From an optimization exercise on the open Yosys and OpenROAD flow, aimed at small area; shortcuts taken in it are not production practice. RTL that was checked went through simulation tests only; none was proved equivalent to the original. The flow treats the clock pin as an ideal source, which a real chip does not have. No activity file was given, so power comes from the tool's default toggle rates.

Setup of green:
Design topModule, start of the top module:
module topModule (
    input clk,
    input rst,
    input btnL,
    input [1:0] sw,
    input [3:0] JC_cols,
    input btnR,
    output audio_gain,
    output audio_shutdown,
    output audio_out,
    output [3:0] JC_rows,
    output [3:0] an,
    output reg [6:0] seg
);
For scale: about 110 flip-flops, ~4200 µm² of cells after synthesis.
export LEC_CHECK = 0
export CAP_MARGIN = 20
export CORE_MARGIN = 2
export CORE_UTILIZATION = 40
export SLEW_MARGIN = 20
create_clock -name core_clock -period 10.0 [get_ports {clk}]
standard.sh (not shown) runs the stock make flow with config.mk's settings and CLKGATE_MAP_FILE= SYNTH_SCRIPT=/design/flow/synth_recipe.tcl, a recipe that flattens the netlist after the stock synthesis.
==> flow/flow/run.sh <==
#!/bin/bash
# Own layout flow: the standard layout (standard.sh), with three changes:
#  - synthesis runs the standard flow's synthesis script (synth_recipe.tcl) unchanged, except that the final
#    ABC technology mapping tries each flow/abc_*.script (area mappings, no buffering or
#    upsizing) instead of ORFS's speed script and keeps the smallest result; registers and
#    their names are not affected;
#  - buffer_ports puts a sky130_fd_sc_hd__buf_1 on every input and output port;
#  - clock tree synthesis uses clkbuf cells from CTS_BUFS and inserts no dummy loads.
# Each tool's output is in orfs/logs/; make's full output is in own_flow.log.
set -euo pipefail
W=$(pwd)
CTS_BUFS=${CTS_BUFS:-sky130_fd_sc_hd__clkbuf_4 sky130_fd_sc_hd__clkbuf_8}
CTS_EXTRA=${CTS_EXTRA:-}
{
  # ABC maps the logic with each of flow/abc_*.script in turn; the smallest result is kept.
  printf 'proc abc {args} {\n'
  printf '  set i [lsearch -exact $args -script]\n'
  printf '  set lib [lindex $args [expr {[lsearch -exact $args -liberty] + 1}]]\n'
  printf '  yosys design -save own_pre_abc\n'
  printf '  set best ""\n'
  printf '  set best_area 1e30\n'
  printf '  foreach s [lsort [glob {%s/flow/abc_*.script}]] {\n' "$W"
  printf '    yosys design -load own_pre_abc\n'
  printf '    set a $args\n'
  printf '    if {$i >= 0} { lset a [expr {$i + 1}] $s }\n'
  printf '    yosys abc {*}$a\n'
  printf '    yosys tee -q -o {%s/own_area.txt} stat -liberty $lib\n' "$W"
  printf '    set f [open {%s/own_area.txt}]\n' "$W"
  printf '    set t [read $f]\n'
  printf '    close $f\n'
  printf '    regexp {Chip area for module [^:]*: +([0-9.]+)} $t -> area\n'
  printf '    puts "own flow: abc script $s gives area $area"\n'
  printf '    if {$area < $best_area} { set best_area $area; set best $s }\n'
  printf '  }\n'
  printf '  yosys design -load own_pre_abc\n'
  printf '  if {$i >= 0} { lset args [expr {$i + 1}] $best }\n'
  printf '  puts "own flow: abc $args"\n'
  printf '  yosys abc {*}$args\n'
  printf '}\n'
  cat synth_recipe.tcl
} > own_synth.tcl
sed -E "s#SYNTH_SCRIPT=[^ ]*#SYNTH_SCRIPT=$W/own_synth.tcl#" standard.sh > own_standard.sh
grep -q "SYNTH_SCRIPT=$W/own_synth.tcl" own_standard.sh
export BUFFER_PORTS_ARGS="-buffer_cell sky130_fd_sc_hd__buf_1"
if [[ -f flow/pre_cts.tcl ]]; then export PRE_CTS_TCL=$W/flow/pre_cts.tcl; fi
export CTS_ARGS="-sink_clustering_enable -repair_clock_nets -buf_list {$CTS_BUFS} -dont_use_dummy_load $CTS_EXTRA"
bash own_standard.sh > own_flow.log 2>&1
Other scripts of this flow, unchanged in this note and not shown: flow/flow/abc_a3.script, flow/flow/abc_a6.script, flow/flow/abc_b4.script, flow/flow/abc_c4.script, flow/flow/abc_c6.script
The following lists how red was set up differently from green:
--- a/flow/design.v
+++ b/flow/design.v
@@ -55,13 +55,13 @@
     reg [4:0]  led;
     reg        adj_set;
     reg [7:0]  cpH, cpL;     
     reg [7:0]  stH, stL;     
     reg [7:0]  lpH, lpL;     
     reg        accS, accL;   
-    wire en = tick & (status != 2'd0);
+    wire en = tick & (status != 2'd1);
     wire pressed = (JC_cols != 4'b1111);
     wire edge_ = ~db[4] & ~db[2] & ~db[1];      
     wire dbmax = ~db[3] & ~db[2] & ~db[0];      
     reg       scan;
     reg [1:0] rr;
     wire R0 = scan & (rr == 2'd0);
@@ -143,43 +143,43 @@
         accS <= w50 | (accS & eqS);
         accL <= w50 | (accL & eqL);
     end
     wire match = accS & eqS;           
     wire newfail = ~(accL & eqL);
     wire tend = tp3[2] & tp1[0] & tp1[1] & tp1[2] & tp0[2];    
-    wire start = tick & ~clean & (status == 2'd1) & validPin & (match | newfail);
+    wire start = tick & ~clean & (status == 2'd0) & validPin & (match | newfail);
     wire cin = (tick & play & ~tend) | tc;
     wire [3:0] tsum = {1'b0, tp3} + {3'b000, cin};
     always @(posedge clk) begin
         if (rst | start) begin
             tp0 <= 0; tp1 <= 0; tp2 <= 0; tp3 <= 0; tc <= 0;
         end else begin
             tp0 <= tsum[2:0]; tp1 <= tp0; tp2 <= tp1; tp3 <= tp2; tc <= tsum[3];
         end
     end
     always @(posedge clk) begin
         if (rst) begin
-            status <= 2'd1;
+            status <= 0;
             play <= 0;
             fail <= 0;
             blv <= 0;
             blr <= 2'd3;
             clean <= 0;
         end else if (tick) begin
             if (play & tend) play <= 0;
             if (start) begin
                 play <= 1;
                 fail <= ~match;
             end
             if (clean)
-                status <= 2'd1;
+                status <= 0;
             else begin
                 case (status)
-                    2'd1: if (validPin & match) status <= 2'd0;
-                    2'd0: if (sw[0]) status <= 2'd2;
-                    2'd2: if (validPin) status <= 2'd1;
+                    2'd0: if (validPin & match) status <= 1;
+                    2'd1: if (sw[0]) status <= 2;
+                    2'd2: if (validPin) status <= 0;
                     default: ;
                 endcase
             end
             if (btnL != blv) begin
                 blv <= btnL;
                 blr <= 2'd0;
@@ -200,14 +200,14 @@
             2'd2: dig = cpL[7:4];
             default: dig = cpL[3:0];
         endcase
     end
     wire has  = (ctr > {1'b0, slot});     
     wire has0 = (ctr != 3'd0);
-    wire isword = (status == 2'd0) | ((status == 2'd2) & adj_set) | ~has0;
-    wire [1:0] wcode = {(status == 2'd1) | ((status == 2'd2) & ~adj_set), (status == 2'd2)};
+    wire isword = (status == 2'd1) | ((status == 2'd2) & adj_set) | ~has0;
+    wire [1:0] wcode = {(status == 2'd0) | (status[1] & ~adj_set), status[1]};
     wire [4:0] nled = isword ? {1'b1, slot, wcode} : (has ? {1'b0, dig} : 5'b01111);
     always @(posedge clk) begin
         if (rst) begin
             slot <= 2'd0;
             led <= 0;
             adj_set <= 0;
--- outcome ---
- red completed; timing, DRC and antenna clean
- Cmp green and red / sequential group share of total power / lower: green
- Total power per unit cell area delta for red relative to green: 1.7 nW/µm² lower
- green -> red: stage delay of the slowest cell on the critical path flat
- Setup WNS green -> red: better
- red — part of the power in combinational logic 0.2 points higher, green as reference
- ~same power in green and red
- Fraction of the mapped netlist area in simple logic gates: red vs green down 0.39 points
- red: count of multi-input gates about 0.33% above green
- The lower highest clock frequency the design can meet came out of green.
- red against green: share of power burned in the clock network now smaller, initial standard-cell utilization of the core now larger, final net count now larger.
- Diff green -> red: post-route core utilization increased 0.20 points, buffer count from post-CTS setup fixing stayed essentially flat.
Function not checked in green: the RTL went through the layout flow alone.

the previous run:
Another version of the RTL of topModule (not shown whole).
Size in the first run: about 110 flip-flops, about 28 I/O pins, about 4100 µm² of cells after synthesis.
==> flow/config.mk <==
export PLATFORM = sky130hd
export DESIGN_NAME = topModule
export DESIGN_NICKNAME = topModule
export VERILOG_FILES = /design/flow/design.v
export SDC_FILE = /design/flow/constraint.sdc
export NUM_CORES = 4
export LEC_CHECK = 0
export CAP_MARGIN = 20
export CORE_MARGIN = 2
export CORE_UTILIZATION = 40
export SLEW_MARGIN = 20
==> flow/constraint.sdc <==
create_clock -name core_clock -period 10.0 [get_ports {clk}]
set_input_delay 2.0000 -clock core_clock [delete_from_list [all_inputs] [get_ports {clk}]]
set_output_delay 2.0000 -clock core_clock [all_outputs]
set_load 0.01 [all_outputs]
==> flow/flow/abc_a3.script <==
strash
dch
amap
topo
==> flow/flow/abc_a6.script <==
strash
&get -n
&st
&syn2
&dch
&nf
&put
strash
dch
map -a
==> flow/flow/abc_b4.script <==
strash
dch
amap
strash
dch
amap
topo
==> flow/flow/abc_c4.script <==
strash
balance
rewrite
refactor
balance
rewrite -z
refactor -z
balance
dch
amap
topo
==> flow/flow/abc_c6.script <==
strash
rewrite
refactor
resub
dch
amap
topo
Scripts as last shown in full above: flow/flow/run.sh
Modified inputs, the current run compared to the previous run
--- a/flow/design.v
+++ b/flow/design.v
@@ -205,33 +205,33 @@
             2'd0: dig = cpH[7:4];
             2'd1: dig = cpH[3:0];
             2'd2: dig = cpL[7:4];
             default: dig = cpL[3:0];
         endcase
     end
     wire has  = (ctr > {1'b0, slot});     
     wire has0 = (ctr != 3'd0);
     wire isword = (status == 2'd1) | ((status == 2'd3) & adj_set) | ~has0;
-    wire [1:0] wcode = ((status == 2'd1) ? 2'd0 : ((status == 2'd3) & adj_set) ? 2'd2 : (status == 2'd0) ? 2'd1 : 2'd3);
-    wire [4:0] nled = isword ? {1'b1, slot, wcode} : (has ? {1'b0, dig} : 5'd15);
+    wire [1:0] wcode = {(status == 2'd0) | ((status == 2'd3) & ~adj_set), (status == 2'd3)};
+    wire [4:0] nled = isword ? {1'b1, slot, wcode} : (has ? {1'b0, dig} : 5'b01111);
     always @(posedge clk) begin
         if (rst) begin
             slot <= 2'd0;
             led <= 0;
             adj_set <= 0;
         end else if (tick) begin
             if (status != 2'd3) adj_set <= 0;
             else if (validPin) adj_set <= 1;
             slot <= slot + 2'd1;
             led <= nled;
         end
     end
     always @(*) begin
-        seg[6] = (led[3] & led[2]) | (led[3] & led[1]) | (~led[3] & ~led[2] & ~led[1] & led[0]) | (~led[4] & led[2] & ~led[1] & ~led[0]) | (led[4] & led[2] & led[1] & led[0]);
-        seg[5] = ~((~led[4] & ~led[2]) | (~led[3] & ~led[1] & ~led[0]) | (~led[3] & led[1] & led[0]) | (led[4] & led[2] & ~led[1] & led[0]));
-        seg[4] = (led[3] & led[1]) | (led[4] & led[3] & ~led[2]) | (led[4] & ~led[3] & led[2] & ~led[0]) | (~led[4] & ~led[2] & led[1] & ~led[0]) | (led[4] & ~led[2] & ~led[1] & led[0]);
-        seg[3] = (led[3] & led[2] & led[1]) | (led[2] & ~led[1] & ~led[0]) | (led[4] & ~led[2] & led[1] & led[0]) | (~led[4] & led[2] & led[1] & led[0]) | (~led[4] & ~led[3] & ~led[2] & ~led[1] & led[0]);
-        seg[2] = (~led[4] & led[0]) | (led[3] & led[2] & led[1]) | (~led[4] & led[2] & ~led[1]) | (led[3] & led[1] & led[0]) | (led[4] & ~led[3] & ~led[2] & led[1] & ~led[0]);
+        seg[6] = (led[3] & led[2]) | (led[4] & led[3] & led[0]) | (~led[4] & led[2] & ~led[1] & ~led[0]) | (led[4] & led[2] & led[1] & led[0]) | (~led[4] & ~led[3] & ~led[2] & ~led[1] & led[0]) | (led[4] & ~led[3] & ~led[2] & led[1] & ~led[0]);
+        seg[5] = ~((~led[4] & ~led[2]) | (~led[3] & ~led[1] & ~led[0]) | (~led[3] & led[1] & led[0]) | (led[4] & led[2] & led[1] & ~led[0]));
+        seg[4] = (led[4] & led[3] & ~led[2]) | (led[3] & led[2] & led[0]) | (~led[2] & led[1] & ~led[0]) | (led[4] & ~led[3] & led[2] & ~led[1]);
+        seg[3] = (led[3] & led[2] & led[0]) | (led[2] & ~led[1] & ~led[0]) | (led[4] & ~led[2] & led[1] & led[0]) | (~led[4] & led[2] & led[1] & led[0]) | (~led[4] & ~led[3] & ~led[2] & ~led[1] & led[0]);
+        seg[2] = (~led[4] & led[0]) | (led[3] & led[2] & led[0]) | (~led[4] & led[2] & ~led[1]) | (led[3] & led[1] & led[0]) | (~led[3] & ~led[2] & ~led[1] & led[0]);
         seg[1] = (led[3] & led[2]) | (~led[4] & ~led[2] & led[1]) | (led[2] & led[1] & led[0]) | (led[3] & led[1] & led[0]) | (~led[4] & ~led[3] & ~led[2] & led[0]);
-        seg[0] = (~led[3] & ~led[2] & ~led[1]) | (led[4] & led[3] & ~led[2] & led[0]) | (led[4] & led[3] & led[2] & led[1]) | (led[4] & ~led[3] & ~led[1] & led[0]) | (~led[4] & ~led[3] & led[2] & led[1] & led[0]);
+        seg[0] = ~((led[4] & ~led[3] & led[0]) | (led[3] & ~led[2] & ~led[1]) | (~led[3] & led[2] & ~led[1]) | (~led[4] & ~led[2] & led[1]) | (led[3] & led[2] & ~led[0]) | (~led[4] & led[3]) | (~led[4] & led[2] & ~led[0]));
     end
 endmodule
==> run summary <==
The previous run → the current run: fraction of layout instances using a drive strength above 1 comparable, proportion of power drawn by the clock network decreased by 0.3 points relative to the old numbers, power drawn by the clock network shows no meaningful change, total power -0.0020 mW, total wirelength of the detailed-routed design fell 320 µm. The current run ended up with more standard cells than the previous run. Setup skew after layout on the current run is behind the previous run. Comparing the current run and the previous run, the higher design area was measured on the current run. Number of max-capacitance violations reported: the previous run vs the current run identical.

-- static timing again, ports no longer ideal --
No port has a modelled driver above. Below, the same layouts with a new extraction and two added sets of constraints. Step 1, drivers: a clkbuf_16 drives clk and a buf_2 each remaining input, both assumed. Step 2, shift: input delay + t, output delay - t, t = (earliest + latest rising clock arrival at the registers) / 2. This alone moves slack from input paths to output paths. Three values: ideal ports, drivers, drivers and shift; two values: the first two.
run	t (ns)	setup WS [ns]	worst data-port slew with drivers (ns)	pins driven straight from the clock port
green	0.385	5.552 / 5.552 / 5.483	0.03	1
red	0.371	5.635 / 5.635 / 5.506	0.04	1
the previous run	0.392	5.517 / 5.517 / 5.517	0.04	1
the current run	0.373	5.363 / 5.363 / 5.363	0.03	1
After both steps setup and hold are still met in every run listed. For red, which loses most, drivers alone change the setup slack by 0.000 ns; drivers and shift together by -0.129 ns.
